What follows belongs to an exercise in optimizing a design on an open flow for a short achievable clock period and few clock cycles; a production flow would make more cautious choices.
The RTL was checked by simulation tests, not by an equivalence proof against the original design.
No activity file was given, so power comes from the tool's default toggle rates.

## flow/design.v (module list and top-level ports; edited modules follow where they fit)
// module CPU: 1088 lines
// module CPU_nxt: 300 lines
// module CPU_act: 161 lines
// module CPU_nxp: 98 lines
// module CPU_seq: 178 lines
module CPU
  ( input             clk
  , input             rst
  , output     [15:0] addr
  , input      [ 7:0] data_in
  , output     [ 7:0] data_out
  , output            rd_enable
  , output            wr_enable
  , input      [7:0]  int_pending
  , output     [7:0]  int_clear
  );
  // ...
==> flow/flow/run.sh <==
#!/bin/bash
# Standard ORFS layout through the standard.sh (its synthesis script,
# the design's constraints), with a tighter setup target for the timing
# repair steps (SETUP_SLACK_MARGIN=8) so that the layout is optimised well
# beyond the 10 ns clock. Make's output goes to flow_make.log; ORFS writes
# each tool's log under orfs/logs/.
set -euo pipefail
bash standard.sh SETUP_SLACK_MARGIN=8 finish > flow_make.log 2>&1
==> flow/standard.sh <==
#!/bin/bash
# synth_recipe.tcl (not shown) runs the flow's synth.tcl, then flattens the netlist and writes it again
# the make line also repeats each setting of config.mk as NAME=value (left out here)
make -C /OpenROAD-flow-scripts/flow DESIGN_CONFIG=/design/flow/config.mk WORK_HOME=/design/flow/orfs CLKGATE_MAP_FILE= SYNTH_SCRIPT=/design/flow/synth_recipe.tcl "${@:-finish}"
==> flow/config.mk <==
export PLATFORM = sky130hd
export DESIGN_NAME = CPU
export DESIGN_NICKNAME = CPU
export VERILOG_FILES = /design/flow/design.v
export SDC_FILE = /design/flow/constraint.sdc
export NUM_CORES = 8
export LEC_CHECK = 0
export CAP_MARGIN = 20
export CORE_MARGIN = 2
export CORE_UTILIZATION = 45
export SLEW_MARGIN = 20
export SYNTH_HIERARCHICAL = 1
==> flow/constraint.sdc <==
create_clock -name core_clock -period 10.0 [get_ports {clk}]
set_input_delay 2.0000 -clock core_clock [delete_from_list [all_inputs] [get_ports {clk}]]
set_output_delay 2.0000 -clock core_clock [all_outputs]
set_load 0.01 [all_outputs]
==> out/summary.txt, run 1 <==
Clock period minus worst slack - 3.97 ns
Pwr dens - 338 nW/µm²
Invs w/o clock - 189
N_taps - 1536
Combinational power share - 70.8%
Status - finished clean
Hpwl dp - 192000 µm
GR peak layer - met2
Placed Cells incl. Taps - 7788
Sequential share of power - 17.4%
Final nets - 7578
Psw - 13.4 mW
Die height - 348 µm
Hold Path Sink - iclr[1]$_SDFF_PP0_
Max transition margin - 20.2%
TritonCTS clock tree - built
Hold Path Origin - ip_r[1]$_SDFF_PP0_
Grt ovf - 0
Number of top-level pins - 52
Worst-Margin Slew - 1.20 ns
RSZ-0062 raised after global routing - true
TritonCTS buffer count - 82
Crit path cell chain - nor2b_1 -> o21ai_1 -> o21bai_4 -> buf_12 -> and2_1 -> a221o_1 -> o21ai_0 -> o31ai_4 -> buf_6 -> buf_12 -> o21ai_1 -> nand3_1 -> o31a_1 -> o21ba_1 -> nor2b_1
Root Driver - clkbuf_16
Seq Cell Count - 674
Routed vias - 63.8k
Fraction of area in multi-input gates - 51.4%
Max Freq - 252 MHz
Worst r2r dst - wr_r$_SDFF_PP0_
Testbench counts, summed over its fixed seeds: cycles 1,280,117.
==> module CPU_nxt, before the edit <==
module CPU_nxt
  ( input  [84:0] u
  , input         bub
  , input  [84:0] nx_ir, nx_nb, sq0, sq1, sqm
  , input         cond, irq, disp, nbv_n
  , input  [6:0]  tw         
  , input  [6:0]  tq         
  , input  [6:0]  bsel_ir, bsel_nb   
  , input  [15:0] pc_n, pc, pc1, pc2, hl, bc, de, sp_n, spm1_n, wza
  , input  [7:0]  ffz
  , input  [7:0]  a, b, c, d, e, h, l, f
  , input  [15:0] sp
  , input  [7:0]  din, z, opb, res8, daa_k, wz1lo
  , input  [2:0]  rop
  , input         cf
  , input         s_z, s_zinc, s_zdec, s_zres, s_zset, s_zrot, s_zdaa, s_wzinc
  , input         tail
  , input  [6:0]  wsel
  , input         o_fb, o_nf, o_rst, o_ret, o_jp, o_hlt   
  , input  [15:0] q16        
  , input  [3:0]  nsx        
  , input         nbret      
  , output [84:0] u_n
  , output [15:0] addr_n
  , output [7:0]  dout_n
  , output        rd_n, wr_n, hz
  , output [7:0]  z_n
  , output        tc_n
  , output [7:0]  opb_n
  );
  localparam U_RD    = 0;     
  localparam U_WR    = 1;     
  localparam U_FB    = 2;     
  localparam U_PF    = 3;     
  localparam U_FNB   = 4;     
  localparam A_PC    = 5;
  localparam A_HL    = 6;
  localparam A_BC    = 7;
  localparam A_DE    = 8;
  localparam A_SP    = 9;
  localparam A_SPM1  = 10;
  localparam A_FFC   = 11;
  localparam A_FFZ   = 12;
  localparam A_WZ    = 13;
  localparam A_PC1   = 14;    
  localparam D_A     = 15;
  localparam D_B     = 16;
  localparam D_C     = 17;
  localparam D_D     = 18;
  localparam D_E     = 19;
  localparam D_H     = 20;
  localparam D_L     = 21;
  localparam D_F     = 22;
  localparam D_Z     = 23;
  localparam D_PCH   = 24;
  localparam D_PCL   = 25;
  localparam D_SPL   = 26;
  localparam D_SPH   = 27;
  localparam I_Z     = 28;
  localparam I_W     = 29;
  localparam I_A     = 30;
  localparam I_B     = 31;
  localparam I_C     = 32;
  localparam I_D     = 33;
  localparam I_E     = 34;
  localparam I_H     = 35;
  localparam I_L     = 36;
  localparam I_F     = 37;
  localparam I_SPL   = 38;
  localparam I_SPH   = 39;
  localparam I_ZINC  = 40;
  localparam I_ZDEC  = 41;
  localparam I_ZRES  = 42;
  localparam I_ZSET  = 43;
  localparam I_ZROT  = 44;
  localparam I_ZDAA  = 45;    
  localparam I_NB    = 46;    
  localparam P_INC   = 47;
  localparam P_DZ    = 48;
  localparam P_WZ    = 49;
  localparam P_RST   = 50;
  localparam P_INT   = 51;
  localparam P_JR    = 52;
  localparam P_HL1   = 53;
  localparam P_JRC   = 54;    
  localparam P_DZC   = 55;    
  localparam S_INC   = 56;
  localparam S_DEC   = 57;
  localparam S_INCC  = 58;    
  localparam H_INC   = 59;
  localparam H_DEC   = 60;
  localparam WZ_INC  = 61;
  localparam IME_SET = 62;
  localparam IME_CLR = 63;
  localparam U_TAIL  = 64;    
  localparam U_DISP0 = 65;
  localparam U_DISP1 = 66;
  localparam U_DISP2 = 67;
  localparam U_ACK   = 68;
  localparam U_WAIT  = 69;
  localparam U_HANG  = 70;
  localparam U_BOOT  = 71;
  localparam U_STEP  = 72;    
  localparam U_CBRD  = 73;    
  localparam U_BND   = 74;    
  localparam U_JPHL  = 75;    
  localparam P_HL0   = 76;    
  localparam U_DISPX = 77;    
  localparam U_FNBX  = 78;    
  localparam K_RST1  = 79;    
  localparam K_RET1  = 80;    
  localparam K_RETI1 = 81;    
  localparam K_RETC1 = 82;    
  localparam K_END   = 83;    
  localparam D_PCX   = 84;    
  localparam UW      = 85;
  wire [UW-1:0] ue = u & {UW{!bub}};
  wire          g_pf  = ue[U_PF];
  wire          g_fnb = ue[U_FNB];
  wire          pfx   = g_pf | g_fnb;
  wire [UW-1:0] sq = (sq0 & ~sqm) | ((cond ? sq1 : sq0) & sqm);
  reg [UW-1:0] m;
  always @* begin
    m = {UW{1'b0}};
    if (ue[U_FB]) begin
      m[U_RD] = 1'b1; m[U_PF] = 1'b1; m[A_PC] = 1'b1;
    end
    if (ue[U_STEP]) m = m | sq;
    if (ue[U_WAIT]) begin
      if (irq) m[U_BND] = 1'b1; else m[U_WAIT] = 1'b1;
    end
    if (ue[U_HANG]) m[U_HANG] = 1'b1;
    if (ue[U_BOOT]) m[U_BND] = 1'b1;
    if (ue[U_DISP0]) m[U_DISPX] = 1'b1;
    if (ue[U_DISPX]) begin
      m[U_WR] = 1; m[A_SPM1] = 1; m[D_PCH] = 1; m[S_DEC] = 1; m[U_DISP1] = 1;
    end
    if (ue[U_DISP1]) begin
      m[U_WR] = 1; m[A_SPM1] = 1; m[D_PCL] = 1; m[S_DEC] = 1; m[P_INT] = 1; m[U_DISP2] = 1;
    end
    if (ue[U_DISP2]) m[U_BND] = 1'b1;
    if (ue[K_RST1]) begin
      m[U_WR] = 1; m[A_SPM1] = 1; m[D_PCL] = 1; m[S_DEC] = 1; m[P_RST] = 1; m[K_END] = 1;
    end
    if (ue[K_RET1] | ue[K_RETI1] | (ue[K_RETC1] & cond)) begin
      m[U_RD] = 1; m[A_SP] = 1; m[S_INC] = 1; m[P_DZ] = 1; m[K_END] = 1;
    end
    if (ue[K_RETI1]) m[IME_SET] = 1'b1;
    if (ue[K_END] | (ue[K_RETC1] & !cond)) m[U_BND] = 1'b1;
  end
  reg [UW-1:0] r;
  always @* begin
    r = m;
    r[U_BND] = 1'b0; r[U_JPHL] = 1'b0; r[U_CBRD] = 1'b0;
    if (m[U_BND]) begin
      r = {UW{1'b0}};
      if (!ue[U_BOOT] && !ue[U_DISP2] && !ue[U_WAIT] && !ue[K_END] && !ue[K_RETC1])
        r[U_TAIL] = 1'b1;
      if (ue[U_DISP2]) begin r[U_TAIL] = 1'b1; r[U_ACK] = 1'b1; end
      if (disp && !ue[U_BOOT] && !ue[U_DISP2]) r[U_DISP0] = 1'b1;
      else if (nbv_n) begin
        if (nsx[3]) begin
          r[U_WR] = 1; r[A_SPM1] = 1; r[D_PCX] = 1; r[S_DEC] = 1; r[K_RST1] = 1;
          r[U_FNBX] = 1; r[P_INC] = 1;
        end else if (nsx[2]) begin
          r[U_RD] = 1; r[A_SP] = 1; r[I_Z] = 1; r[S_INC] = 1;
          if (nbret) r[K_RETI1] = 1; else r[K_RET1] = 1;
          r[U_FNBX] = 1; r[P_INC] = 1;
        end else if (nsx[1]) begin
          r[U_FB] = 1; r[U_RD] = 1; r[A_HL] = 1; r[P_HL1] = 1;
        end else if (nsx[0]) begin
          r[U_WAIT] = 1; r[U_FNBX] = 1; r[P_INC] = 1;
        end else begin
          r[U_RD] = 1; r[U_FNB] = 1; r[A_PC1] = 1;
        end
      end
      else begin r[U_RD] = 1; r[U_FB] = 1; r[A_PC] = 1; r[P_INC] = 1; end
    end
    r = r | ({UW{g_pf}} & nx_ir) | ({UW{g_fnb}} & nx_nb);
  end
  assign u_n = bub ? u : r;
  assign hz = tail & (
              (u_n[A_HL]  & (tq[5] | tq[6]))
            | (u_n[A_BC]  & (tq[1] | tq[2]))
            | (u_n[A_DE]  & (tq[3] | tq[4]))
            | (u_n[A_FFC] &  tq[2])
            | (u_n[D_B]   &  tq[1])
            | (u_n[D_C]   &  tq[2])
            | (u_n[D_D]   &  tq[3])
            | (u_n[D_E]   &  tq[4])
            | (u_n[D_H]   &  tq[5])
            | (u_n[D_L]   &  tq[6]));
  wire [6:0] wq = wsel & {7{tail}};
  wire [7:0] ka = wq[0] ? res8 : a;
  wire [7:0] kb = wq[1] ? res8 : b;
  wire [7:0] kc = wq[2] ? res8 : c;
  wire [7:0] kd = wq[3] ? res8 : d;
  wire [7:0] ke = wq[4] ? res8 : e;
  wire [7:0] kh = wq[5] ? res8 : h;
  wire [7:0] kl = wq[6] ? res8 : l;
  wire [15:0] pcx   = g_pf ? pc1 : pc2;
  wire [15:0] pc_f0 = pfx ? pcx : pc1;
  wire [15:0] oa    = ({16{o_rst}} & spm1_n) | ({16{o_ret}} & sp_n) | ({16{o_jp}} & {kh, kl});
  wire [15:0] pc_rd = o_fb ? oa : (pfx ? pcx : pc_n);
  wire [15:0] pc_f1 = o_nf ? oa : pc_f0;
  wire [15:0] pc_wr = g_pf ? pc : ((g_fnb | ue[P_INC]) ? pc1 : pc);
  assign addr_n = ({16{u_n[A_PC]}}   & pc_rd)
                | ({16{u_n[A_PC1]}}  & pc_f1)
                | ({16{u_n[A_HL]}}   & {kh, kl})
                | ({16{u_n[A_BC]}}   & {kb, kc})
                | ({16{u_n[A_DE]}}   & {kd, ke})
                | ({16{u_n[A_SP]}}   & sp_n)
                | ({16{u_n[A_SPM1]}} & spm1_n)
                | ({16{u_n[A_FFC]}}  & {8'hff, kc})
                | ({16{u_n[A_FFZ]}}  & {8'hff, ffz})
                | ({16{u_n[A_WZ]}}   & wza);
  assign dout_n = ({8{u_n[D_A]}}   & ka)
                | ({8{u_n[D_B]}}   & kb)
                | ({8{u_n[D_C]}}   & kc)
                | ({8{u_n[D_D]}}   & kd)
                | ({8{u_n[D_E]}}   & ke)
                | ({8{u_n[D_H]}}   & kh)
                | ({8{u_n[D_L]}}   & kl)
                | ({8{u_n[D_F]}}   & f)
                | ({8{u_n[D_Z]}}   & (pfx ? din : z_w))
                | ({8{u_n[D_PCH]}} & pc_wr[15:8])
                | ({8{u_n[D_PCL]}} & pc_wr[7:0])
                | ({8{u_n[D_SPL]}} & sp[7:0])
                | ({8{u_n[D_SPH]}} & sp[15:8])
                | ({8{u_n[D_PCX]}} & pc_f0[15:8])
                | ({8{o_rst}} & (pfx ? pc_f0[15:8] : pc_n[15:8]));
  assign rd_n = u_n[U_RD] & !(o_rst | o_hlt);
  assign wr_n = (u_n[U_WR] | o_rst) & !hz;
  wire [7:0] bmask = 8'd1 << rop;
  reg  [7:0] zrot;
  reg        zrot_c;
  always @* begin
    case (rop)
      3'd0: begin zrot = {din[6:0], din[7]}; zrot_c = din[7]; end
      3'd1: begin zrot = {din[0], din[7:1]}; zrot_c = din[0]; end
      3'd2: begin zrot = {din[6:0], cf};     zrot_c = din[7]; end
      3'd3: begin zrot = {cf, din[7:1]};     zrot_c = din[0]; end
      3'd4: begin zrot = {din[6:0], 1'b0};   zrot_c = din[7]; end
      3'd5: begin zrot = {din[7], din[7:1]}; zrot_c = din[0]; end
      3'd6: begin zrot = {din[3:0], din[7:4]}; zrot_c = 1'b0; end
      default: begin zrot = {1'b0, din[7:1]}; zrot_c = din[0]; end
    endcase
  end
  function [7:0] inc8;
    input [7:0] x;
    integer i;
    begin
      for (i = 0; i < 8; i = i + 1)
        inc8[i] = x[i] ^ ((x & ((8'd1 << i) - 8'd1)) == ((8'd1 << i) - 8'd1));
    end
  endfunction
  function [7:0] dec8;
    input [7:0] x;
    integer i;
    begin
      for (i = 0; i < 8; i = i + 1)
        dec8[i] = x[i] ^ ((x & ((8'd1 << i) - 8'd1)) == 8'd0);
    end
  endfunction
  wire s_zhold = !(s_z | s_zinc | s_zdec | s_zres | s_zset | s_zrot | s_zdaa | s_wzinc);
  assign z_n = ({8{s_z}}    & din)
             | ({8{s_zinc}} & inc8(din))
             | ({8{s_zdec}} & dec8(din))
             | ({8{s_zres}} & (din & ~bmask))
             | ({8{s_zset}} & (din | bmask))
             | ({8{s_zrot}} & zrot)
             | ({8{s_zdaa}} & daa_k)
             | ({8{s_wzinc}} & wz1lo)
             | ({8{s_zhold}} & z);
  assign tc_n = zrot_c;
  wire [7:0] z_w = ({8{ue[I_Z]}}   & din)
                 | ({8{s_zinc}} & inc8(din))
                 | ({8{s_zdec}} & dec8(din))
                 | ({8{s_zres}} & (din & ~bmask))
                 | ({8{s_zset}} & (din | bmask))
                 | ({8{s_zrot}} & zrot)
                 | ({8{s_zdaa}} & daa_k)
                 | ({8{s_wzinc}} & wz1lo)
                 | ({8{!(ue[I_Z] | s_zinc | s_zdec | s_zres | s_zset | s_zrot | s_zdaa | s_wzinc)}} & z);
  wire [6:0] wt = wsel & {7{tail}};
  wire [6:0] bs = (bsel_ir & {7{g_pf | bub}}) | (bsel_nb & {7{g_fnb}});
  wire       s_rsel = |bs;
  wire       s_fwd  = |(bs & wt);      
  wire [6:0] qt     = tq & {7{tail}};
  wire       s_q    = |(bs & qt);      
  wire       s_qh   = |(bs & qt & 7'b0101010);    
  wire s_ohold = !(s_rsel | s_z | s_zdaa);
  wire [7:0] rsel = ({8{bs[0]}} & a) | ({8{bs[1]}} & b) | ({8{bs[2]}} & c)
                  | ({8{bs[3]}} & d) | ({8{bs[4]}} & e) | ({8{bs[5]}} & h)
                  | ({8{bs[6]}} & l);
  assign opb_n = (s_q ? (s_qh ? q16[15:8] : q16[7:0]) : (s_fwd ? res8 : rsel))
               | ({8{s_z & !s_rsel}}    & din)
               | ({8{s_zdaa}} & daa_k)
               | ({8{s_ohold}} & opb);
endmodule
==> module CPU_act, before the edit <==
module CPU_act
  ( input  [8:0] x    
  , output [84:0] fa   
  , output [2:0] cl    
  , output [65:0] td   
  );
  assign fa[0] = 1'b0;
  assign fa[1] = 1'b0;
  assign fa[2] = 1'b0;
  assign fa[3] = 1'b0;
  assign fa[4] = 1'b0;
  assign fa[5] = 1'b0;
  assign fa[6] = 1'b0;
  assign fa[7] = 1'b0;
  assign fa[8] = 1'b0;
  assign fa[9] = 1'b0;
  assign fa[10] = 1'b0;
  assign fa[11] = 1'b0;
  assign fa[12] = 1'b0;
  assign fa[13] = 1'b0;
  assign fa[14] = 1'b0;
  assign fa[15] = 1'b0;
  assign fa[16] = 1'b0;
  assign fa[17] = 1'b0;
  assign fa[18] = 1'b0;
  assign fa[19] = 1'b0;
  assign fa[20] = 1'b0;
  assign fa[21] = 1'b0;
  assign fa[22] = 1'b0;
  assign fa[23] = 1'b0;
  assign fa[24] = 1'b0;
  assign fa[25] = 1'b0;
  assign fa[26] = 1'b0;
  assign fa[27] = 1'b0;
  assign fa[28] = ((x & 9'h1cf) == 9'h8) | ((x & 9'h1e7) == 9'h20) | ((x & 9'h1ff) == 9'h36) | ((x & 9'h1fe) == 9'hc2) | ((x & 9'h1e3) == 9'hc2) | ((x & 9'h1e5) == 9'hc4) | ((x & 9'h1c7) == 9'hc6) | ((x & 9'h1cb) == 9'hca) | ((x & 9'h1fe) == 9'hcc) | ((x & 9'h1e7) == 9'he0);
  assign fa[29] = 1'b0;
  assign fa[30] = ((x & 9'h1ff) == 9'h3e);
  assign fa[31] = ((x & 9'h1ff) == 9'h6);
  assign fa[32] = ((x & 9'h1ff) == 9'h1) | ((x & 9'h1ff) == 9'he);
  assign fa[33] = ((x & 9'h1ff) == 9'h16);
  assign fa[34] = ((x & 9'h1ff) == 9'h11) | ((x & 9'h1ff) == 9'h1e);
  assign fa[35] = ((x & 9'h1ff) == 9'h26);
  assign fa[36] = ((x & 9'h1ff) == 9'h21) | ((x & 9'h1ff) == 9'h2e);
  assign fa[37] = 1'b0;
  assign fa[38] = ((x & 9'h1ff) == 9'h31);
  assign fa[39] = 1'b0;
  assign fa[40] = 1'b0;
  assign fa[41] = 1'b0;
  assign fa[42] = 1'b0;
  assign fa[43] = 1'b0;
  assign fa[44] = 1'b0;
  assign fa[45] = 1'b0;
  assign fa[46] = 1'b0;
  assign fa[47] = 1'b0;
  assign fa[48] = 1'b0;
  assign fa[49] = 1'b0;
  assign fa[50] = 1'b0;
  assign fa[51] = 1'b0;
  assign fa[52] = 1'b0;
  assign fa[53] = 1'b0;
  assign fa[54] = 1'b0;
  assign fa[55] = 1'b0;
  assign fa[56] = 1'b0;
  assign fa[57] = 1'b0;
  assign fa[58] = 1'b0;
  assign fa[59] = 1'b0;
  assign fa[60] = 1'b0;
  assign fa[61] = 1'b0;
  assign fa[62] = 1'b0;
  assign fa[63] = 1'b0;
  assign fa[64] = 1'b0;
  assign fa[65] = 1'b0;
  assign fa[66] = 1'b0;
  assign fa[67] = 1'b0;
  assign fa[68] = 1'b0;
  assign fa[69] = 1'b0;
  assign fa[70] = 1'b0;
  assign fa[71] = 1'b0;
  assign fa[72] = 1'b0;
  assign fa[73] = 1'b0;
  assign fa[74] = 1'b0;
  assign fa[75] = 1'b0;
  assign fa[76] = 1'b0;
  assign fa[77] = 1'b0;
  assign fa[78] = 1'b0;
  assign fa[79] = 1'b0;
  assign fa[80] = 1'b0;
  assign fa[81] = 1'b0;
  assign fa[82] = 1'b0;
  assign fa[83] = 1'b0;
  assign fa[84] = 1'b0;
  assign cl[0] = ((x & 9'hbb) == 9'h0) | ((x & 9'ha3) == 9'h3) | ((x & 9'h47) == 9'h3) | ((x & 9'ha6) == 9'h4) | ((x & 9'h96) == 9'h4) | ((x & 9'h89) == 9'h9) | ((x & 9'h8e) == 9'hc) | ((x & 9'h53) == 9'h13) | ((x & 9'h3d) == 9'h39) | ((x & 9'he4) == 9'h40) | ((x & 9'hd4) == 9'h40) | ((x & 9'hd1) == 9'h41) | ((x & 9'hcc) == 9'h48) | ((x & 9'hc4) == 9'h80) | ((x & 9'hc2) == 9'h80) | ((x & 9'hc1) == 9'h81) | ((x & 9'hb7) == 9'hb3) | ((x & 9'h104) == 9'h100) | ((x & 9'h102) == 9'h100) | ((x & 9'h101) == 9'h101);
  assign cl[1] = ((x & 9'h1ff) == 9'hcb);
  assign cl[2] = ((x & 9'h1cf) == 9'h1) | ((x & 9'h1c7) == 9'h6) | ((x & 9'h1cf) == 9'h8) | ((x & 9'h1e7) == 9'h20) | ((x & 9'h1f6) == 9'hc2) | ((x & 9'h1e3) == 9'hc2) | ((x & 9'h1e5) == 9'hc4) | ((x & 9'h1c7) == 9'hc6) | ((x & 9'h1cb) == 9'hca) | ((x & 9'h1fe) == 9'hcc) | ((x & 9'h1e7) == 9'he0);
  assign td[0] = ((x & 9'h1f0) == 9'h90) | ((x & 9'h1b7) == 9'h96) | ((x & 9'h1d8) == 9'h98) | ((x & 9'h19f) == 9'h9e);
  assign td[1] = ((x & 9'h1f8) == 9'h88) | ((x & 9'h1bf) == 9'h8e);
  assign td[2] = ((x & 9'h1f8) == 9'h98) | ((x & 9'h1bf) == 9'h9e);
  assign td[3] = ((x & 9'h1f8) == 9'h90) | ((x & 9'h1bf) == 9'h96) | ((x & 9'h1f8) == 9'hb8) | ((x & 9'h1bf) == 9'hbe);
  assign td[4] = ((x & 9'h1e7) == 9'h5) | ((x & 9'h1d7) == 9'h5) | ((x & 9'h1cf) == 9'hd);
  assign td[5] = ((x & 9'h1ff) == 9'h27) | ((x & 9'h1e0) == 9'h80) | ((x & 9'h1a7) == 9'h86) | ((x & 9'h1d8) == 9'h98) | ((x & 9'h19f) == 9'h9e);
  assign td[6] = ((x & 9'h1f8) == 9'ha0) | ((x & 9'h1bf) == 9'ha6);
  assign td[7] = ((x & 9'h1f8) == 9'ha8) | ((x & 9'h1bf) == 9'hae);
  assign td[8] = ((x & 9'h1f8) == 9'hb0) | ((x & 9'h1bf) == 9'hb6);
  assign td[9] = ((x & 9'h1e6) == 9'h4) | ((x & 9'h1d6) == 9'h4) | ((x & 9'h1ce) == 9'hc);
  assign td[10] = ((x & 9'he7) == 9'h7) | ((x & 9'h1c4) == 9'h100) | ((x & 9'h1c2) == 9'h100) | ((x & 9'h1c1) == 9'h101);
  assign td[11] = ((x & 9'h1c4) == 9'h180) | ((x & 9'h1c2) == 9'h180) | ((x & 9'h1c1) == 9'h181);
  assign td[12] = ((x & 9'h1c4) == 9'h1c0) | ((x & 9'h1c2) == 9'h1c0) | ((x & 9'h1c1) == 9'h1c1);
  assign td[13] = ((x & 9'h1ff) == 9'h2f);
  assign td[14] = ((x & 9'h1e4) == 9'h40) | ((x & 9'h1e2) == 9'h40) | ((x & 9'h1d4) == 9'h40) | ((x & 9'h1d2) == 9'h40) | ((x & 9'h1e1) == 9'h41) | ((x & 9'h1d1) == 9'h41) | ((x & 9'h1cc) == 9'h48) | ((x & 9'h1ca) == 9'h48) | ((x & 9'h1c9) == 9'h49);
  assign td[15] = ((x & 9'h67) == 9'h7) | ((x & 9'h57) == 9'h7) | ((x & 9'h1be) == 9'h3c) | ((x & 9'h1fc) == 9'h78) | ((x & 9'h1f9) == 9'h79) | ((x & 9'h1e0) == 9'h80) | ((x & 9'h1d0) == 9'h80) | ((x & 9'h1c8) == 9'h80) | ((x & 9'h1a7) == 9'h86) | ((x & 9'h197) == 9'h86) | ((x & 9'h18f) == 9'h86) | ((x & 9'h147) == 9'h107) | ((x & 9'h187) == 9'h187);
  assign td[16] = ((x & 9'h1be) == 9'h4) | ((x & 9'h1fc) == 9'h40) | ((x & 9'h1f9) == 9'h41) | ((x & 9'h147) == 9'h100) | ((x & 9'h187) == 9'h180);
  assign td[17] = ((x & 9'h1be) == 9'hc) | ((x & 9'h1fc) == 9'h48) | ((x & 9'h1f9) == 9'h49) | ((x & 9'h147) == 9'h101) | ((x & 9'h187) == 9'h181);
  assign td[18] = ((x & 9'h1be) == 9'h14) | ((x & 9'h1fc) == 9'h50) | ((x & 9'h1f9) == 9'h51) | ((x & 9'h147) == 9'h102) | ((x & 9'h187) == 9'h182);
  assign td[19] = ((x & 9'h1be) == 9'h1c) | ((x & 9'h1fc) == 9'h58) | ((x & 9'h1f9) == 9'h59) | ((x & 9'h147) == 9'h103) | ((x & 9'h187) == 9'h183);
  assign td[20] = ((x & 9'h1be) == 9'h24) | ((x & 9'h1fc) == 9'h60) | ((x & 9'h1f9) == 9'h61) | ((x & 9'h147) == 9'h104) | ((x & 9'h187) == 9'h184);
  assign td[21] = ((x & 9'h1be) == 9'h2c) | ((x & 9'h1fc) == 9'h68) | ((x & 9'h1f9) == 9'h69) | ((x & 9'h147) == 9'h105) | ((x & 9'h187) == 9'h185);
  assign td[22] = ((x & 9'h1c0) == 9'h80) | ((x & 9'h187) == 9'h86);
  assign td[23] = ((x & 9'h1e6) == 9'h4) | ((x & 9'h1d6) == 9'h4) | ((x & 9'h1ce) == 9'hc);
  assign td[24] = ((x & 9'h1e7) == 9'h7);
  assign td[25] = ((x & 9'h1c4) == 9'h100) | ((x & 9'h1c2) == 9'h100) | ((x & 9'h1c1) == 9'h101);
  assign td[26] = ((x & 9'h1c0) == 9'h140);
  assign td[27] = ((x & 9'h1ff) == 9'h27);
  assign td[28] = ((x & 9'h1ff) == 9'h2f);
  assign td[29] = ((x & 9'h1ff) == 9'h37);
  assign td[30] = ((x & 9'h1ff) == 9'h3f);
  assign td[31] = ((x & 9'h1cf) == 9'h9);
  assign td[32] = ((x & 9'h1ef) == 9'he8);
  assign td[33] = ((x & 9'h1fe) == 9'h34);
  assign td[34] = ((x & 9'h1c7) == 9'h106);
  assign td[35] = ((x & 9'h1cf) == 9'h3);
  assign td[36] = ((x & 9'h1cf) == 9'hb);
  assign td[37] = ((x & 9'h1f7) == 9'h3) | ((x & 9'h1fd) == 9'h9);
  assign td[38] = ((x & 9'h1f7) == 9'h13) | ((x & 9'h1fd) == 9'h19);
  assign td[39] = ((x & 9'h1f7) == 9'h23) | ((x & 9'h1fd) == 9'h29);
  assign td[40] = ((x & 9'h1f7) == 9'h33) | ((x & 9'h1fd) == 9'h39);
  assign td[41] = ((x & 9'h1cf) == 9'h9);
  assign td[42] = ((x & 9'h1ff) == 9'he8);
  assign td[43] = ((x & 9'h1ff) == 9'hf8);
  assign td[44] = ((x & 9'h1ff) == 9'hf9);
  assign td[45] = ((x & 9'h67) == 9'h7) | ((x & 9'h57) == 9'h7) | ((x & 9'h1be) == 9'h3c) | ((x & 9'h1fc) == 9'h78) | ((x & 9'h1f9) == 9'h79) | ((x & 9'h1e0) == 9'h80) | ((x & 9'h1d0) == 9'h80) | ((x & 9'h1c8) == 9'h80) | ((x & 9'h1a7) == 9'h86) | ((x & 9'h197) == 9'h86) | ((x & 9'h18f) == 9'h86) | ((x & 9'h147) == 9'h107) | ((x & 9'h187) == 9'h187);
  assign td[46] = ((x & 9'h1f7) == 9'h3) | ((x & 9'h1be) == 9'h4) | ((x & 9'h1fc) == 9'h40) | ((x & 9'h1f9) == 9'h41) | ((x & 9'h147) == 9'h100) | ((x & 9'h187) == 9'h180);
  assign td[47] = ((x & 9'h1f7) == 9'h3) | ((x & 9'h1be) == 9'hc) | ((x & 9'h1fc) == 9'h48) | ((x & 9'h1f9) == 9'h49) | ((x & 9'h147) == 9'h101) | ((x & 9'h187) == 9'h181);
  assign td[48] = ((x & 9'h1f7) == 9'h13) | ((x & 9'h1be) == 9'h14) | ((x & 9'h1fc) == 9'h50) | ((x & 9'h1f9) == 9'h51) | ((x & 9'h147) == 9'h102) | ((x & 9'h187) == 9'h182);
  assign td[49] = ((x & 9'hf7) == 9'h13) | ((x & 9'h1be) == 9'h1c) | ((x & 9'h1fc) == 9'h58) | ((x & 9'h1f9) == 9'h59) | ((x & 9'h147) == 9'h103) | ((x & 9'h187) == 9'h183);
  assign td[50] = ((x & 9'h1cf) == 9'h9) | ((x & 9'h1f7) == 9'h23) | ((x & 9'h1be) == 9'h24) | ((x & 9'h1fc) == 9'h60) | ((x & 9'h1f9) == 9'h61) | ((x & 9'h1ff) == 9'hf8) | ((x & 9'h147) == 9'h104) | ((x & 9'h187) == 9'h184);
  assign td[51] = ((x & 9'h1cf) == 9'h9) | ((x & 9'h1f7) == 9'h23) | ((x & 9'h1be) == 9'h2c) | ((x & 9'h1fc) == 9'h68) | ((x & 9'h1f9) == 9'h69) | ((x & 9'h1ff) == 9'hf8) | ((x & 9'h147) == 9'h105) | ((x & 9'h187) == 9'h185);
  assign td[52] = 1'b0;
  assign td[53] = ((x & 9'h1f7) == 9'h3);
  assign td[54] = ((x & 9'h1f7) == 9'h3);
  assign td[55] = ((x & 9'h1f7) == 9'h13);
  assign td[56] = ((x & 9'h1f7) == 9'h13);
  assign td[57] = ((x & 9'h1cf) == 9'h9) | ((x & 9'h1f7) == 9'h23) | ((x & 9'h1ff) == 9'hf8);
  assign td[58] = ((x & 9'h1cf) == 9'h9) | ((x & 9'h1f7) == 9'h23) | ((x & 9'h1ff) == 9'hf8);
  assign td[59] = ((x & 9'ha7) == 9'h7) | ((x & 9'h1fe) == 9'h3c) | ((x & 9'hd7) == 9'h47) | ((x & 9'hcf) == 9'h4f) | ((x & 9'hc7) == 9'h87) | ((x & 9'h107) == 9'h107);
  assign td[60] = ((x & 9'h1fe) == 9'h4) | ((x & 9'he7) == 9'h40) | ((x & 9'hd7) == 9'h40) | ((x & 9'hcf) == 9'h48) | ((x & 9'hc7) == 9'h80) | ((x & 9'h107) == 9'h100);
  assign td[61] = ((x & 9'h1fe) == 9'hc) | ((x & 9'he7) == 9'h41) | ((x & 9'hd7) == 9'h41) | ((x & 9'hcf) == 9'h49) | ((x & 9'hc7) == 9'h81) | ((x & 9'h107) == 9'h101);
  assign td[62] = ((x & 9'h1fe) == 9'h14) | ((x & 9'he7) == 9'h42) | ((x & 9'hd7) == 9'h42) | ((x & 9'hcf) == 9'h4a) | ((x & 9'hc7) == 9'h82) | ((x & 9'h107) == 9'h102);
  assign td[63] = ((x & 9'h1fe) == 9'h1c) | ((x & 9'he7) == 9'h43) | ((x & 9'hd7) == 9'h43) | ((x & 9'hcf) == 9'h4b) | ((x & 9'hc7) == 9'h83) | ((x & 9'h107) == 9'h103);
  assign td[64] = ((x & 9'h1fe) == 9'h24) | ((x & 9'he7) == 9'h44) | ((x & 9'hd7) == 9'h44) | ((x & 9'hcf) == 9'h4c) | ((x & 9'hc7) == 9'h84) | ((x & 9'h107) == 9'h104);
  assign td[65] = ((x & 9'h1fe) == 9'h2c) | ((x & 9'he7) == 9'h45) | ((x & 9'hd7) == 9'h45) | ((x & 9'hcf) == 9'h4d) | ((x & 9'hc7) == 9'h85) | ((x & 9'h107) == 9'h105);
endmodule
==> module CPU_nxp, before the edit <==
module CPU_nxp
  ( input  [8:0] x    
  , output [84:0] m0
  , output [6:0] cl    
  );
  assign m0[0] = ((x & 9'h92) == 9'h0) | ((x & 9'ha1) == 9'h1) | ((x & 9'h45) == 9'h1) | ((x & 9'h35) == 9'h1) | ((x & 9'ha4) == 9'h4) | ((x & 9'h95) == 9'h4) | ((x & 9'h3a) == 9'h8) | ((x & 9'h8a) == 9'ha) | ((x & 9'hb) == 9'ha) | ((x & 9'h51) == 9'h11) | ((x & 9'h62) == 9'h20) | ((x & 9'ha8) == 9'h28) | ((x & 9'hd0) == 9'h40) | ((x & 9'h61) == 9'h40) | ((x & 9'h4e) == 9'h48) | ((x & 9'hc0) == 9'h80) | ((x & 9'h87) == 9'h81) | ((x & 9'h87) == 9'h86) | ((x & 9'hb4) == 9'hb0) | ((x & 9'h100) == 9'h100);
  assign m0[1] = ((x & 9'h1cf) == 9'h2) | ((x & 9'h1fb) == 9'h32) | ((x & 9'h1fc) == 9'h70) | ((x & 9'h1fa) == 9'h70) | ((x & 9'h1f9) == 9'h71) | ((x & 9'h1cd) == 9'hc5) | ((x & 9'h1c7) == 9'hc7) | ((x & 9'h1fd) == 9'he0);
  assign m0[2] = ((x & 9'h1e7) == 9'h6) | ((x & 9'h1d7) == 9'h6) | ((x & 9'h1cf) == 9'he) | ((x & 9'h1c7) == 9'hc6) | ((x & 9'h1fe) == 9'he8) | ((x & 9'h1ef) == 9'he8);
  assign m0[3] = ((x & 9'h1ff) == 9'hcb);
  assign m0[4] = ((x & 9'hbb) == 9'h0) | ((x & 9'ha3) == 9'h3) | ((x & 9'h47) == 9'h3) | ((x & 9'ha6) == 9'h4) | ((x & 9'h96) == 9'h4) | ((x & 9'h89) == 9'h9) | ((x & 9'h8e) == 9'hc) | ((x & 9'h53) == 9'h13) | ((x & 9'h3d) == 9'h39) | ((x & 9'he4) == 9'h40) | ((x & 9'hd4) == 9'h40) | ((x & 9'hd1) == 9'h41) | ((x & 9'hcc) == 9'h48) | ((x & 9'hc4) == 9'h80) | ((x & 9'hc2) == 9'h80) | ((x & 9'hc1) == 9'h81) | ((x & 9'hb7) == 9'hb3) | ((x & 9'h104) == 9'h100) | ((x & 9'h102) == 9'h100) | ((x & 9'h101) == 9'h101);
  assign m0[5] = ((x & 9'h1cf) == 9'h1) | ((x & 9'h1e7) == 9'h6) | ((x & 9'h1d7) == 9'h6) | ((x & 9'h1df) == 9'h8) | ((x & 9'h1cf) == 9'he) | ((x & 9'h1e7) == 9'h20) | ((x & 9'h1f6) == 9'hc2) | ((x & 9'h1e3) == 9'hc2) | ((x & 9'h1e5) == 9'hc4) | ((x & 9'h1c7) == 9'hc6) | ((x & 9'h1fe) == 9'hcc) | ((x & 9'h1ed) == 9'he8);
  assign m0[6] = ((x & 9'h1e7) == 9'h22) | ((x & 9'h1be) == 9'h34) | ((x & 9'h7f) == 9'h36) | ((x & 9'he7) == 9'h46) | ((x & 9'hd7) == 9'h46) | ((x & 9'hcf) == 9'h4e) | ((x & 9'h1fc) == 9'h70) | ((x & 9'h1f9) == 9'h71) | ((x & 9'hc7) == 9'h86) | ((x & 9'h1ff) == 9'he9) | ((x & 9'h107) == 9'h106);
  assign m0[7] = ((x & 9'h1f7) == 9'h2);
  assign m0[8] = ((x & 9'h1f7) == 9'h12);
  assign m0[9] = ((x & 9'h1e6) == 9'hc0) | ((x & 9'h1cf) == 9'hc1);
  assign m0[10] = ((x & 9'h1cd) == 9'hc5) | ((x & 9'h1c7) == 9'hc7);
  assign m0[11] = ((x & 9'h1ef) == 9'he2);
  assign m0[12] = ((x & 9'h1ef) == 9'he0);
  assign m0[13] = 1'b0;
  assign m0[14] = ((x & 9'hbb) == 9'h0) | ((x & 9'ha3) == 9'h3) | ((x & 9'h47) == 9'h3) | ((x & 9'ha6) == 9'h4) | ((x & 9'h96) == 9'h4) | ((x & 9'h89) == 9'h9) | ((x & 9'h8e) == 9'hc) | ((x & 9'h53) == 9'h13) | ((x & 9'h3d) == 9'h39) | ((x & 9'he4) == 9'h40) | ((x & 9'hd4) == 9'h40) | ((x & 9'hd1) == 9'h41) | ((x & 9'hcc) == 9'h48) | ((x & 9'hc4) == 9'h80) | ((x & 9'hc2) == 9'h80) | ((x & 9'hc1) == 9'h81) | ((x & 9'hb7) == 9'hb3) | ((x & 9'h104) == 9'h100) | ((x & 9'h102) == 9'h100) | ((x & 9'h101) == 9'h101);
  assign m0[15] = ((x & 9'h1cf) == 9'h2) | ((x & 9'h1ff) == 9'h77) | ((x & 9'h1fd) == 9'he0) | ((x & 9'h1ff) == 9'hf5);
  assign m0[16] = ((x & 9'h1ff) == 9'h70) | ((x & 9'h1ff) == 9'hc5);
  assign m0[17] = ((x & 9'h1ff) == 9'h71);
  assign m0[18] = ((x & 9'h1ff) == 9'h72) | ((x & 9'h1ff) == 9'hd5);
  assign m0[19] = ((x & 9'h1ff) == 9'h73);
  assign m0[20] = ((x & 9'h1ff) == 9'h74) | ((x & 9'h1ff) == 9'he5);
  assign m0[21] = ((x & 9'h1ff) == 9'h75);
  assign m0[22] = 1'b0;
  assign m0[23] = ((x & 9'h1ff) == 9'h36);
  assign m0[24] = ((x & 9'h1c7) == 9'hc7);
  assign m0[25] = 1'b0;
  assign m0[26] = 1'b0;
  assign m0[27] = 1'b0;
  assign m0[28] = ((x & 9'h1c7) == 9'h86) | ((x & 9'h1e7) == 9'hc0) | ((x & 9'h1ee) == 9'hc8) | ((x & 9'h1c7) == 9'h146);
  assign m0[29] = ((x & 9'h1ff) == 9'h8) | ((x & 9'h1e7) == 9'hc4) | ((x & 9'h1fe) == 9'hcc) | ((x & 9'h1ef) == 9'hea);
  assign m0[30] = ((x & 9'h1cf) == 9'ha) | ((x & 9'h1ff) == 9'h7e) | ((x & 9'h1fd) == 9'hf0);
  assign m0[31] = ((x & 9'h1ff) == 9'h1) | ((x & 9'h1ff) == 9'h46);
  assign m0[32] = ((x & 9'h1ff) == 9'h4e) | ((x & 9'h1ff) == 9'hc1);
  assign m0[33] = ((x & 9'h1ff) == 9'h11) | ((x & 9'h1ff) == 9'h56);
  assign m0[34] = ((x & 9'h1ff) == 9'h5e) | ((x & 9'h1ff) == 9'hd1);
  assign m0[35] = ((x & 9'h1ff) == 9'h21) | ((x & 9'h1ff) == 9'h66);
  assign m0[36] = ((x & 9'h1ff) == 9'h6e) | ((x & 9'h1ff) == 9'he1);
  assign m0[37] = ((x & 9'h1ff) == 9'hf1);
  assign m0[38] = 1'b0;
  assign m0[39] = ((x & 9'h1ff) == 9'h31);
  assign m0[40] = ((x & 9'h1ff) == 9'h34);
  assign m0[41] = ((x & 9'h1ff) == 9'h35);
  assign m0[42] = ((x & 9'h1c7) == 9'h186);
  assign m0[43] = ((x & 9'h1c7) == 9'h1c6);
  assign m0[44] = ((x & 9'h1c7) == 9'h106);
  assign m0[45] = ((x & 9'h1ff) == 9'h27);
  assign m0[46] = ((x & 9'h1e7) == 9'h20);
  assign m0[47] = ((x & 9'h1cf) == 9'h1) | ((x & 9'h1e7) == 9'h6) | ((x & 9'h1d7) == 9'h6) | ((x & 9'h1ff) == 9'h8) | ((x & 9'h1cf) == 9'he) | ((x & 9'h1e5) == 9'hc4) | ((x & 9'h1c7) == 9'hc6) | ((x & 9'h1fe) == 9'hcc) | ((x & 9'h1ed) == 9'he8);
  assign m0[48] = ((x & 9'h1ff) == 9'hc3);
  assign m0[49] = 1'b0;
  assign m0[50] = 1'b0;
  assign m0[51] = 1'b0;
  assign m0[52] = ((x & 9'h1ff) == 9'h18);
  assign m0[53] = ((x & 9'h1ff) == 9'he9);
  assign m0[54] = ((x & 9'h1e7) == 9'h20);
  assign m0[55] = ((x & 9'h1e7) == 9'hc2);
  assign m0[56] = ((x & 9'h1e7) == 9'hc1) | ((x & 9'h1cf) == 9'hc1);
  assign m0[57] = ((x & 9'h1cd) == 9'hc5) | ((x & 9'h1c7) == 9'hc7);
  assign m0[58] = ((x & 9'h1e7) == 9'hc0);
  assign m0[59] = ((x & 9'h1f7) == 9'h22);
  assign m0[60] = ((x & 9'h1f7) == 9'h32);
  assign m0[61] = 1'b0;
  assign m0[62] = 1'b0;
  assign m0[63] = 1'b0;
  assign m0[64] = ((x & 9'hbb) == 9'h0) | ((x & 9'h47) == 9'h3) | ((x & 9'h1e4) == 9'h4) | ((x & 9'h1d5) == 9'h4) | ((x & 9'h96) == 9'h4) | ((x & 9'ha5) == 9'h5) | ((x & 9'h89) == 9'h9) | ((x & 9'h1cc) == 9'hc) | ((x & 9'h8e) == 9'hc) | ((x & 9'h53) == 9'h13) | ((x & 9'he4) == 9'h40) | ((x & 9'he2) == 9'h40) | ((x & 9'hd4) == 9'h40) | ((x & 9'hd1) == 9'h41) | ((x & 9'hcc) == 9'h48) | ((x & 9'h6e) == 9'h68) | ((x & 9'hc4) == 9'h80) | ((x & 9'hc2) == 9'h80) | ((x & 9'hc1) == 9'h81) | ((x & 9'hb7) == 9'hb3) | ((x & 9'h1c7) == 9'hc6) | ((x & 9'h104) == 9'h100) | ((x & 9'h102) == 9'h100) | ((x & 9'h101) == 9'h101);
  assign m0[65] = 1'b0;
  assign m0[66] = 1'b0;
  assign m0[67] = 1'b0;
  assign m0[68] = 1'b0;
  assign m0[69] = ((x & 9'h1ff) == 9'h76);
  assign m0[70] = ((x & 9'h1ff) == 9'h10) | ((x & 9'h1f7) == 9'hd3) | ((x & 9'h1df) == 9'hdd) | ((x & 9'h1f7) == 9'he3) | ((x & 9'h1e7) == 9'he4) | ((x & 9'h1ee) == 9'hec);
  assign m0[71] = 1'b0;
  assign m0[72] = ((x & 9'h1cf) == 9'h1) | ((x & 9'h1c7) == 9'h2) | ((x & 9'h1cd) == 9'h8) | ((x & 9'h1e5) == 9'h20) | ((x & 9'h1ff) == 9'h27) | ((x & 9'h1ba) == 9'h30) | ((x & 9'h7f) == 9'h36) | ((x & 9'he7) == 9'h46) | ((x & 9'hd7) == 9'h46) | ((x & 9'hcf) == 9'h4e) | ((x & 9'h17d) == 9'h70) | ((x & 9'h1f9) == 9'h71) | ((x & 9'hc7) == 9'h86) | ((x & 9'h1fc) == 9'hc0) | ((x & 9'h1f2) == 9'hc0) | ((x & 9'h1e6) == 9'hc0) | ((x & 9'h1e3) == 9'hc0) | ((x & 9'h1cd) == 9'hc0) | ((x & 9'h1cb) == 9'hc1) | ((x & 9'h1c7) == 9'hc2) | ((x & 9'h1c7) == 9'hc7) | ((x & 9'h107) == 9'h106);
  assign m0[73] = 1'b0;
  assign m0[74] = 1'b0;
  assign m0[75] = 1'b0;
  assign m0[76] = 1'b0;
  assign m0[77] = 1'b0;
  assign m0[78] = 1'b0;
  assign m0[79] = 1'b0;
  assign m0[80] = 1'b0;
  assign m0[81] = 1'b0;
  assign m0[82] = 1'b0;
  assign m0[83] = 1'b0;
  assign m0[84] = 1'b0;
  assign cl[0] = ((x & 9'hbb) == 9'h0) | ((x & 9'ha3) == 9'h3) | ((x & 9'h47) == 9'h3) | ((x & 9'ha6) == 9'h4) | ((x & 9'h96) == 9'h4) | ((x & 9'h89) == 9'h9) | ((x & 9'h8e) == 9'hc) | ((x & 9'h53) == 9'h13) | ((x & 9'h3d) == 9'h39) | ((x & 9'he4) == 9'h40) | ((x & 9'hd4) == 9'h40) | ((x & 9'hd1) == 9'h41) | ((x & 9'hcc) == 9'h48) | ((x & 9'hc4) == 9'h80) | ((x & 9'hc2) == 9'h80) | ((x & 9'hc1) == 9'h81) | ((x & 9'hb7) == 9'hb3) | ((x & 9'h104) == 9'h100) | ((x & 9'h102) == 9'h100) | ((x & 9'h101) == 9'h101);
  assign cl[1] = ((x & 9'h1ff) == 9'hcb);
  assign cl[2] = ((x & 9'h1cf) == 9'h1) | ((x & 9'h1c7) == 9'h6) | ((x & 9'h1cf) == 9'h8) | ((x & 9'h1e7) == 9'h20) | ((x & 9'h1f6) == 9'hc2) | ((x & 9'h1e3) == 9'hc2) | ((x & 9'h1e5) == 9'hc4) | ((x & 9'h1c7) == 9'hc6) | ((x & 9'h1cb) == 9'hca) | ((x & 9'h1fe) == 9'hcc) | ((x & 9'h1e7) == 9'he0);
  assign cl[3] = ((x & 9'h1f7) == 9'h33) | ((x & 9'h1ff) == 9'he8) | ((x & 9'h1ff) == 9'hf9);
  assign cl[4] = ((x & 9'h1cf) == 9'h9) | ((x & 9'h1b7) == 9'h23) | ((x & 9'h1b6) == 9'h24) | ((x & 9'h1f4) == 9'h60) | ((x & 9'h1f1) == 9'h61) | ((x & 9'h1ff) == 9'hf8) | ((x & 9'h146) == 9'h104) | ((x & 9'h186) == 9'h184);
  assign cl[5] = ((x & 9'h1ff) == 9'hfb);
  assign cl[6] = ((x & 9'h1ff) == 9'hf3);
endmodule
==> run 2, diff against run 1 <==
--- a/flow/design.v
+++ b/flow/design.v
@@ -94,7 +94,8 @@
   localparam K_RETC1 = 82;    
   localparam K_END   = 83;    
   localparam D_PCX   = 84;    
-  localparam UW      = 85;
+  localparam U_RPL   = 85;    
+  localparam UW      = 86;
   reg [15:0] pc;       
   reg [15:0] sp;
   reg [15:0] spm1;     
@@ -102,7 +103,7 @@
   reg        zf, nf, hf, cf;
   reg        ime;
   reg [UW-1:0] u;      
-  reg        bub;      
+  reg [UW-1:0] ur;     
   reg [7:0]  ir;       
   reg        cb;
   reg [2:0]  t;        
@@ -662,7 +663,7 @@
     end
   endfunction
   reg [TW-1:0] td;      
-  wire [UW-1:0] ue   = u & {UW{!bub}};      
+  wire [UW-1:0] ue   = u;                   
   wire          tail = ue[U_TAIL];
   wire          g_pf = ue[U_PF];
   wire          g_fnb = ue[U_FNB];
@@ -873,9 +874,9 @@
     if (ue[S_DEC])  begin sp_n = spm1; spm1_n = spm2; end
     if (tail && td[Q_SP] && td[Q_INC16]) begin sp_n = sp1; spm1_n = sp; end
     if (tail && td[Q_SP] && td[Q_DEC16]) begin sp_n = spm1; spm1_n = spm2; end
-    if (tail && td[Q_ADDSP])  sp_n = q_spe;    
     if (tail && td[Q_LDSPHL]) begin sp_n = hl; spm1_n = hlm1; end
     sp_b = sp_n;
+    if (tail && td[Q_ADDSP])  sp_n = q_spe;    
     if (act[I_SPL]) sp_n = {sp_n[15:8], data_in};
     if (act[I_SPH]) sp_n = {data_in, sp[7:0]};
   end
@@ -892,7 +893,7 @@
   wire nx_hl  = nx_fnb & !(g_fnb ? cl_nb[4] : cl_ir[4])
               & !(tail & (td[TQ_A+5] | td[TQ_A+6]));
   wire fbr_rst = fb_sp & s_rst;
-  wire fbr_ret = fb_ok & (s_ret | s_retc);
+  wire fbr_ret = fb_sp & (s_ret | s_retc);
   wire fbr_jp  = fb_hl & s_jphl;
   wire nfr_rst = nx_sp & s_rst;
   wire nfr_ret = nx_sp & s_ret;
@@ -934,11 +935,11 @@
   wire [7:0]    dout_n;
   wire          rd_n, wr_n, hz;
   CPU_nxt nxt
-    ( .u(u), .bub(bub), .nx_ir(nx_ir), .nx_nb(nx_nb), .sq0(sq0), .sq1(sq1), .sqm(sqm), .cond(cond)
+    ( .u(u), .ur(ur), .nx_ir(nx_ir), .nx_nb(nx_nb), .sq0(sq0), .sq1(sq1), .sqm(sqm), .cond(cond)
     , .irq(irq_r), .disp(disp_n), .nbv_n(nbv_n)
     , .tw(td[T_A+6:T_A]), .tq(td[TQ_A+6:TQ_A]), .bsel_ir(td_ir[B_A+6:B_A]), .bsel_nb(td_nb[B_A+6:B_A])
     , .pc_n(pc_s), .pc(pc), .pc1(pc1), .pc2(pc2), .hl(hl), .bc(bc), .de(de), .sp_n(sp_b), .spm1_n(spm1_n)
-    , .wza(bub ? wz : (u[WZ_INC] ? wz1 : {data_in, z})), .ffz(bub ? z : data_in)
+    , .wza(u[U_RPL] ? wz : (u[WZ_INC] ? wz1 : {data_in, z})), .ffz(u[U_RPL] ? z : data_in)
     , .a(a), .b(b), .c(c), .d(d), .e(e), .h(h), .l(l), .f({zf, nf, hf, cf, 4'h0})
     , .sp(sp)
     , .din(data_in), .z(z), .opb(opb), .res8(res8), .daa_k(daa_k), .wz1lo(wz1[7:0])
@@ -965,7 +966,8 @@
     end else if (g_fnb) begin
       cl_ir <= cl_nb; nx0_ir <= nx0_nb;
     end
-    if (!bub) begin sq0 <= sq0_n; sq1 <= sq1_n; end
+    if (!u[U_RPL]) begin sq0 <= sq0_n; sq1 <= sq1_n; end
+    ur <= (u_n & ~uclr) | uset;
     if (rst) begin
       pc <= 16'h0000; sp <= 16'h0000; spm1 <= 16'hffff;
       a <= 8'h00; b <= 8'h00; c <= 8'h00; d <= 8'h00;
@@ -974,7 +976,6 @@
       ime <= 1'b0;
       u <= {UW{1'b0}};
       u[U_BOOT] <= 1'b1;
-      bub <= 1'b0;
       irq_r <= 1'b0;
       ip_r <= 8'h00;
       nbv <= 1'b0;
@@ -983,8 +984,10 @@
       iclr <= 8'h00;
       rd_r <= 1'b0; wr_r <= 1'b0;
     end else begin
-      u     <= (u_n & ~uclr) | uset;
-      bub   <= hz;
+      if (hz) begin
+        u <= {UW{1'b0}}; u[U_RPL] <= 1'b1;
+      end else
+        u <= (u_n & ~uclr) | uset;
       ime   <= ime_n;
       nbv   <= nbv_n;
       irq_r <= |(int_pending & ~iclr & ~(u[U_DISP2] ? vbit : 8'h00));
@@ -1087,9 +1090,9 @@
   end
 endmodule
 module CPU_nxt
-  ( input  [84:0] u
-  , input         bub
-  , input  [84:0] nx_ir, nx_nb, sq0, sq1, sqm
+  ( input  [85:0] u
+  , input  [85:0] ur
+  , input  [85:0] nx_ir, nx_nb, sq0, sq1, sqm
   , input         cond, irq, disp, nbv_n
   , input  [6:0]  tw         
   , input  [6:0]  tq         
@@ -1108,7 +1111,7 @@
   , input  [15:0] q16        
   , input  [3:0]  nsx        
   , input         nbret      
-  , output [84:0] u_n
+  , output [85:0] u_n
   , output [15:0] addr_n
   , output [7:0]  dout_n
   , output        rd_n, wr_n, hz
@@ -1201,8 +1204,9 @@
   localparam K_RETC1 = 82;    
   localparam K_END   = 83;    
   localparam D_PCX   = 84;    
-  localparam UW      = 85;
-  wire [UW-1:0] ue = u & {UW{!bub}};
+  localparam U_RPL   = 85;    
+  localparam UW      = 86;
+  wire [UW-1:0] ue = u;
   wire          g_pf  = ue[U_PF];
   wire          g_fnb = ue[U_FNB];
   wire          pfx   = g_pf | g_fnb;
@@ -1235,6 +1239,7 @@
     end
     if (ue[K_RETI1]) m[IME_SET] = 1'b1;
     if (ue[K_END] | (ue[K_RETC1] & !cond)) m[U_BND] = 1'b1;
+    if (ue[U_RPL]) m = m | ur;
   end
   reg [UW-1:0] r;
   always @* begin
@@ -1266,18 +1271,18 @@
     end
     r = r | ({UW{g_pf}} & nx_ir) | ({UW{g_fnb}} & nx_nb);
   end
-  assign u_n = bub ? u : r;
-  assign hz = tail & (
-              (u_n[A_HL]  & (tq[5] | tq[6]))
-            | (u_n[A_BC]  & (tq[1] | tq[2]))
-            | (u_n[A_DE]  & (tq[3] | tq[4]))
-            | (u_n[A_FFC] &  tq[2])
-            | (u_n[D_B]   &  tq[1])
-            | (u_n[D_C]   &  tq[2])
-            | (u_n[D_D]   &  tq[3])
-            | (u_n[D_E]   &  tq[4])
-            | (u_n[D_H]   &  tq[5])
-            | (u_n[D_L]   &  tq[6]));
+  assign u_n = r;
+  assign hz = tail & g_fnb & (
+              (nx_nb[A_HL]  & (tq[5] | tq[6]))
+            | (nx_nb[A_BC]  & (tq[1] | tq[2]))
+            | (nx_nb[A_DE]  & (tq[3] | tq[4]))
+            | (nx_nb[A_FFC] &  tq[2])
+            | (nx_nb[D_B]   &  tq[1])
+            | (nx_nb[D_C]   &  tq[2])
+            | (nx_nb[D_D]   &  tq[3])
+            | (nx_nb[D_E]   &  tq[4])
+            | (nx_nb[D_H]   &  tq[5])
+            | (nx_nb[D_L]   &  tq[6]));
   wire [6:0] wq = wsel & {7{tail}};
   wire [7:0] ka = wq[0] ? res8 : a;
   wire [7:0] kb = wq[1] ? res8 : b;
@@ -1371,7 +1376,7 @@
                  | ({8{s_wzinc}} & wz1lo)
                  | ({8{!(ue[I_Z] | s_zinc | s_zdec | s_zres | s_zset | s_zrot | s_zdaa | s_wzinc)}} & z);
   wire [6:0] wt = wsel & {7{tail}};
-  wire [6:0] bs = (bsel_ir & {7{g_pf | bub}}) | (bsel_nb & {7{g_fnb}});
+  wire [6:0] bs = (bsel_ir & {7{g_pf | ue[U_RPL]}}) | (bsel_nb & {7{g_fnb}});
   wire       s_rsel = |bs;
   wire       s_fwd  = |(bs & wt);      
   wire [6:0] qt     = tq & {7{tail}};
@@ -1388,7 +1393,7 @@
 endmodule
 module CPU_act
   ( input  [8:0] x    
-  , output [84:0] fa   
+  , output [85:0] fa   
   , output [2:0] cl    
   , output [65:0] td   
   );
@@ -1477,6 +1482,7 @@
   assign fa[82] = 1'b0;
   assign fa[83] = 1'b0;
   assign fa[84] = 1'b0;
+  assign fa[85] = 1'b0;
   assign cl[0] = ((x & 9'hbb) == 9'h0) | ((x & 9'ha3) == 9'h3) | ((x & 9'h47) == 9'h3) | ((x & 9'ha6) == 9'h4) | ((x & 9'h96) == 9'h4) | ((x & 9'h89) == 9'h9) | ((x & 9'h8e) == 9'hc) | ((x & 9'h53) == 9'h13) | ((x & 9'h3d) == 9'h39) | ((x & 9'he4) == 9'h40) | ((x & 9'hd4) == 9'h40) | ((x & 9'hd1) == 9'h41) | ((x & 9'hcc) == 9'h48) | ((x & 9'hc4) == 9'h80) | ((x & 9'hc2) == 9'h80) | ((x & 9'hc1) == 9'h81) | ((x & 9'hb7) == 9'hb3) | ((x & 9'h104) == 9'h100) | ((x & 9'h102) == 9'h100) | ((x & 9'h101) == 9'h101);
   assign cl[1] = ((x & 9'h1ff) == 9'hcb);
   assign cl[2] = ((x & 9'h1cf) == 9'h1) | ((x & 9'h1c7) == 9'h6) | ((x & 9'h1cf) == 9'h8) | ((x & 9'h1e7) == 9'h20) | ((x & 9'h1f6) == 9'hc2) | ((x & 9'h1e3) == 9'hc2) | ((x & 9'h1e5) == 9'hc4) | ((x & 9'h1c7) == 9'hc6) | ((x & 9'h1cb) == 9'hca) | ((x & 9'h1fe) == 9'hcc) | ((x & 9'h1e7) == 9'he0);
@@ -1549,7 +1555,7 @@
 endmodule
 module CPU_nxp
   ( input  [8:0] x    
-  , output [84:0] m0
+  , output [85:0] m0
   , output [6:0] cl    
   );
   assign m0[0] = ((x & 9'h92) == 9'h0) | ((x & 9'ha1) == 9'h1) | ((x & 9'h45) == 9'h1) | ((x & 9'h35) == 9'h1) | ((x & 9'ha4) == 9'h4) | ((x & 9'h95) == 9'h4) | ((x & 9'h3a) == 9'h8) | ((x & 9'h8a) == 9'ha) | ((x & 9'hb) == 9'ha) | ((x & 9'h51) == 9'h11) | ((x & 9'h62) == 9'h20) | ((x & 9'ha8) == 9'h28) | ((x & 9'hd0) == 9'h40) | ((x & 9'h61) == 9'h40) | ((x & 9'h4e) == 9'h48) | ((x & 9'hc0) == 9'h80) | ((x & 9'h87) == 9'h81) | ((x & 9'h87) == 9'h86) | ((x & 9'hb4) == 9'hb0) | ((x & 9'h100) == 9'h100);
@@ -1637,6 +1643,7 @@
   assign m0[82] = 1'b0;
   assign m0[83] = 1'b0;
   assign m0[84] = 1'b0;
+  assign m0[85] = 1'b0;
   assign cl[0] = ((x & 9'hbb) == 9'h0) | ((x & 9'ha3) == 9'h3) | ((x & 9'h47) == 9'h3) | ((x & 9'ha6) == 9'h4) | ((x & 9'h96) == 9'h4) | ((x & 9'h89) == 9'h9) | ((x & 9'h8e) == 9'hc) | ((x & 9'h53) == 9'h13) | ((x & 9'h3d) == 9'h39) | ((x & 9'he4) == 9'h40) | ((x & 9'hd4) == 9'h40) | ((x & 9'hd1) == 9'h41) | ((x & 9'hcc) == 9'h48) | ((x & 9'hc4) == 9'h80) | ((x & 9'hc2) == 9'h80) | ((x & 9'hc1) == 9'h81) | ((x & 9'hb7) == 9'hb3) | ((x & 9'h104) == 9'h100) | ((x & 9'h102) == 9'h100) | ((x & 9'h101) == 9'h101);
   assign cl[1] = ((x & 9'h1ff) == 9'hcb);
   assign cl[2] = ((x & 9'h1cf) == 9'h1) | ((x & 9'h1c7) == 9'h6) | ((x & 9'h1cf) == 9'h8) | ((x & 9'h1e7) == 9'h20) | ((x & 9'h1f6) == 9'hc2) | ((x & 9'h1e3) == 9'hc2) | ((x & 9'h1e5) == 9'hc4) | ((x & 9'h1c7) == 9'hc6) | ((x & 9'h1cb) == 9'hca) | ((x & 9'h1fe) == 9'hcc) | ((x & 9'h1e7) == 9'he0);
@@ -1647,11 +1654,11 @@
 endmodule
 module CPU_seq
   ( input  [11:0] s    
-  , output [84:0] uc_s0
-  , output [84:0] uc_s1
-  , output [84:0] dmask    
+  , output [85:0] uc_s0
+  , output [85:0] uc_s1
+  , output [85:0] dmask    
   );
-  assign dmask = 85'h5000301000001000603;
+  assign dmask = 86'h5000301000001000603;
   assign uc_s0[0] = ((s & 12'h392) == 12'h0) | ((s & 12'h125) == 12'h1) | ((s & 12'h327) == 12'h4) | ((s & 12'h30e) == 12'hc) | ((s & 12'h166) == 12'h20) | ((s & 12'h166) == 12'h42) | ((s & 12'h34e) == 12'h4a) | ((s & 12'h185) == 12'h81) | ((s & 12'h1bb) == 12'hb0) | ((s & 12'h136) == 12'h132);
   assign uc_s0[1] = ((s & 12'h1fc) == 12'h34) | ((s & 12'h18d) == 12'h85) | ((s & 12'h187) == 12'h87) | ((s & 12'h1bb) == 12'ha0) | ((s & 12'h3ba) == 12'h108) | ((s & 12'h30f) == 12'h10d) | ((s & 12'h136) == 12'h122) | ((s & 12'h302) == 12'h200) | ((s & 12'h940) == 12'h800) | ((s & 12'h980) == 12'h880);
   assign uc_s0[2] = 1'b0;
@@ -1737,6 +1744,7 @@
   assign uc_s0[82] = 1'b0;
   assign uc_s0[83] = 1'b0;
   assign uc_s0[84] = 1'b0;
+  assign uc_s0[85] = 1'b0;
   assign uc_s1[0] = ((s & 12'h145) == 12'h1) | ((s & 12'h33a) == 12'h8) | ((s & 12'h166) == 12'h20) | ((s & 12'h164) == 12'h40) | ((s & 12'h34e) == 12'h4a) | ((s & 12'h3a3) == 12'h80) | ((s & 12'h185) == 12'h81) | ((s & 12'h19e) == 12'h90) | ((s & 12'h136) == 12'h132);
   assign uc_s1[1] = ((s & 12'h1fc) == 12'h34) | ((s & 12'h18d) == 12'h85) | ((s & 12'h187) == 12'h87) | ((s & 12'h1bb) == 12'ha0) | ((s & 12'h3ba) == 12'h108) | ((s & 12'h30e) == 12'h10c) | ((s & 12'h136) == 12'h122) | ((s & 12'h387) == 12'h184) | ((s & 12'h302) == 12'h200) | ((s & 12'h940) == 12'h800) | ((s & 12'h980) == 12'h880);
   assign uc_s1[2] = 1'b0;
@@ -1822,4 +1830,5 @@
   assign uc_s1[82] = 1'b0;
   assign uc_s1[83] = 1'b0;
   assign uc_s1[84] = 1'b0;
+  assign uc_s1[85] = 1'b0;
 endmodule
==> out/summary.txt, run 2 <==
WP data required - 10.62 ns (was 10.60 ns)
Grt ovf - 0 (unchanged)
Combinational power share - 69.9% (was 70.8%)
Min Hold Slack - 0.488 ns (was 0.497 ns)
RSZ-0062 raised after global routing - true (unchanged)
Clock sink count - 736 (was 674)
Clock slew at reported path FFs - 0.07 ns (was 0.06 ns)
Iter 0 DRT Violations - 11.6k (was 11.0k)
TritonCTS buffer count - 88 (was 82)
Number of top-level pins - 52 (unchanged)
Chip width - 352 µm (was 348 µm)
Clock period minus worst slack - 3.87 ns (was 3.97 ns)
Hpwl dp - 183000 µm (was 192000 µm)
First-pass GRT wire length - 448000 µm (was 442000 µm)
Final nets - 7481 (was 7578)
Die Area - 124000 µm² (was 121000 µm²)
Layout cell share with drive strength beyond 1 - 42.0% (was 40.6%)
Largest net degree at the start of global routing - 73 (was 78)
Starting density of the core - 45.4% (was 45.2%)
VDD IR max - 0.000252 V (was 0.000241 V)
Via density - 7.09 (was 7.05)
HP Class - reg -> reg (unchanged)
Pwr dens - 357 nW/µm² (was 338 nW/µm²)
Worst-Margin Slew - 1.17 ns (was 1.20 ns)
P_int - 15.2 mW (was 14.0 mW)
Root Driver - clkbuf_16 (unchanged)
Die height - 352 µm (was 348 µm)
CP Data Arrival Time - 4.48 ns (was 4.58 ns)
# rows - 127 (was 126)
Psw - 14.3 mW (was 13.4 mW)
Final Hold Viols - 0 (unchanged)
Reg area - 18700 µm² (was 17400 µm²)
Most frequent cells in the layout - buf_4, nand2_1, nor2_1, edfxtp_1, buf_6 (was nand2_1, buf_4, nor2_1, edfxtp_1, buf_6)
Status - finished clean (unchanged)
Final instance area - 82700 µm² (was 81200 µm²)
RD Place Congestion - 1.05 (about the same)
First-pass detailed-route iteration total - 13 (was 12)
Area occupied by multi-input gates - 41500 µm² (was 41800 µm²)
Max Freq - 259 MHz (was 252 MHz)
Sequential share of power - 18.4% (was 17.4%)
Vias in the first global route - 58.4k (was 57.1k)
Clock latency (worst-skew pair) - 0.76 ns (was 0.77 ns)
Routed vias - 64.2k (was 63.8k)
Synth Instances - 6431 (was 6582)
TritonCTS clock tree - built (unchanged)
Fillers - 8719 (was 8504)
Most common cell after layout, fill and taps aside - buf_4 (was nand2_1)
Max transition margin - 22.3% (was 20.2%)
DRC Markers - 0 (unchanged)
-- run 2: path summary, 6_finish.rpt --
path	from	cells after the start	slack (ns)	endpoint
min reg2reg	sp[7]$_SDFFE_PP0N_	1	0.49	sp[7]$_SDFFE_PP0N_
max	u[64]$_SDFF_PP0_	10	6.13	addr_r[12]$_DFF_P_
min	sp[7]$_SDFFE_PP0N_	1	0.49	sp[7]$_SDFFE_PP0N_
max reg2reg	u[64]$_SDFF_PP0_	10	6.13	addr_r[12]$_DFF_P_
-- run 2: final cells by class --
cell class                 count  area share (%)
multi-input combinational   4972            50.2
sequential                   736            22.7
timing repair buffer        1341            19.8
clock buffer                 133            3.16
tap                         1612            2.44
inverter                     201            1.12
clock inverter                31           0.493
antenna                       25          0.0757
timing repair inverter         2          0.0469
-- run 2: metrics by stage --
stage	setup slack [ns]	util, %	total power [mW]	cells
2_1_floorplan	6.07	-	12.7	6645
3_3_place_gp	4.51	47.5	16.5	7703
3_5_place_dp	4.52	47.6	16.6	7703
4_1_cts	6.35	64.3	26.2	8742
5_1_grt	6.19	68.8	29.7	9035
6_report	6.13	68.8	29.5	9053
-- run 2: worst max-delay path, cell delays in order, from the launching register on --
cell       delay (ns)
dfxtp_2          0.33
buf_4            0.33
nand2_2          0.45
and2_1           0.38
o21ai_2          0.50
inv_1            0.21
buf_6            0.26
a222oi_1         0.51
a21oi_1          0.16
a2111oi_2        0.42
nand3_1          0.12
-- run 2: per-layer routing --
metal  up-vias  wire, µm  global-route usage, %
li1      25364         -                      -
met1     30574    112000                   58.6
met2      5968    132000                   70.6
met3      2276     53200                   21.4
met4        30     39700                   43.2
met5         -       432                   1.04
-- run 2: what timing repair did --
item | in CTS | in global routing
resized for setup | 1939 | 639
setup endpoints to repair | 969 | 917
hold buffers | 0 | 0
pin swaps | 478 | 386
setup buffers | 745 | 275
cloned | 130 | 10
-- run 2: power groups by stage --
| stage | Clock, mW | Sequential [mW] | Combinational (mW) |
|---|---|---|---|
| 5_1_grt | 3.55 | 5.44 | 20.7 |
| 6_report | 3.45 | 5.43 | 20.6 |
| 2_1_floorplan | 0 | 4.91 | 7.77 |
| 3_5_place_dp | 0 | 5.39 | 11.2 |
| 3_3_place_gp | 0 | 5.37 | 11.2 |
| 4_1_cts | 3.42 | 5.29 | 17.4 |
Testbench counts of run 2, summed over its fixed seeds: cycles 1,280,129.

separate check: timing with driven ports:
Ports are ideal in the flow. The routed layouts listed here were re-timed in OpenROAD. Step 1: set_driving_cell puts a clkbuf_16 on clk and a buf_2 on each other input, an assumption about the parent block. Step 2 also shifts input and output timing later by t, the mid clock arrival at the registers, as if the neighbouring blocks saw the same clock. Three values: no drivers, after step 1, after step 2; two values: the first two.
run | shift t [ns] | setup WS [ns]
run 1 | 0.796 | 6.027 / 6.027 / 5.314
run 2 | 0.812 | 6.133 / 6.133 / 5.327
After both steps every run listed still meets setup and hold.
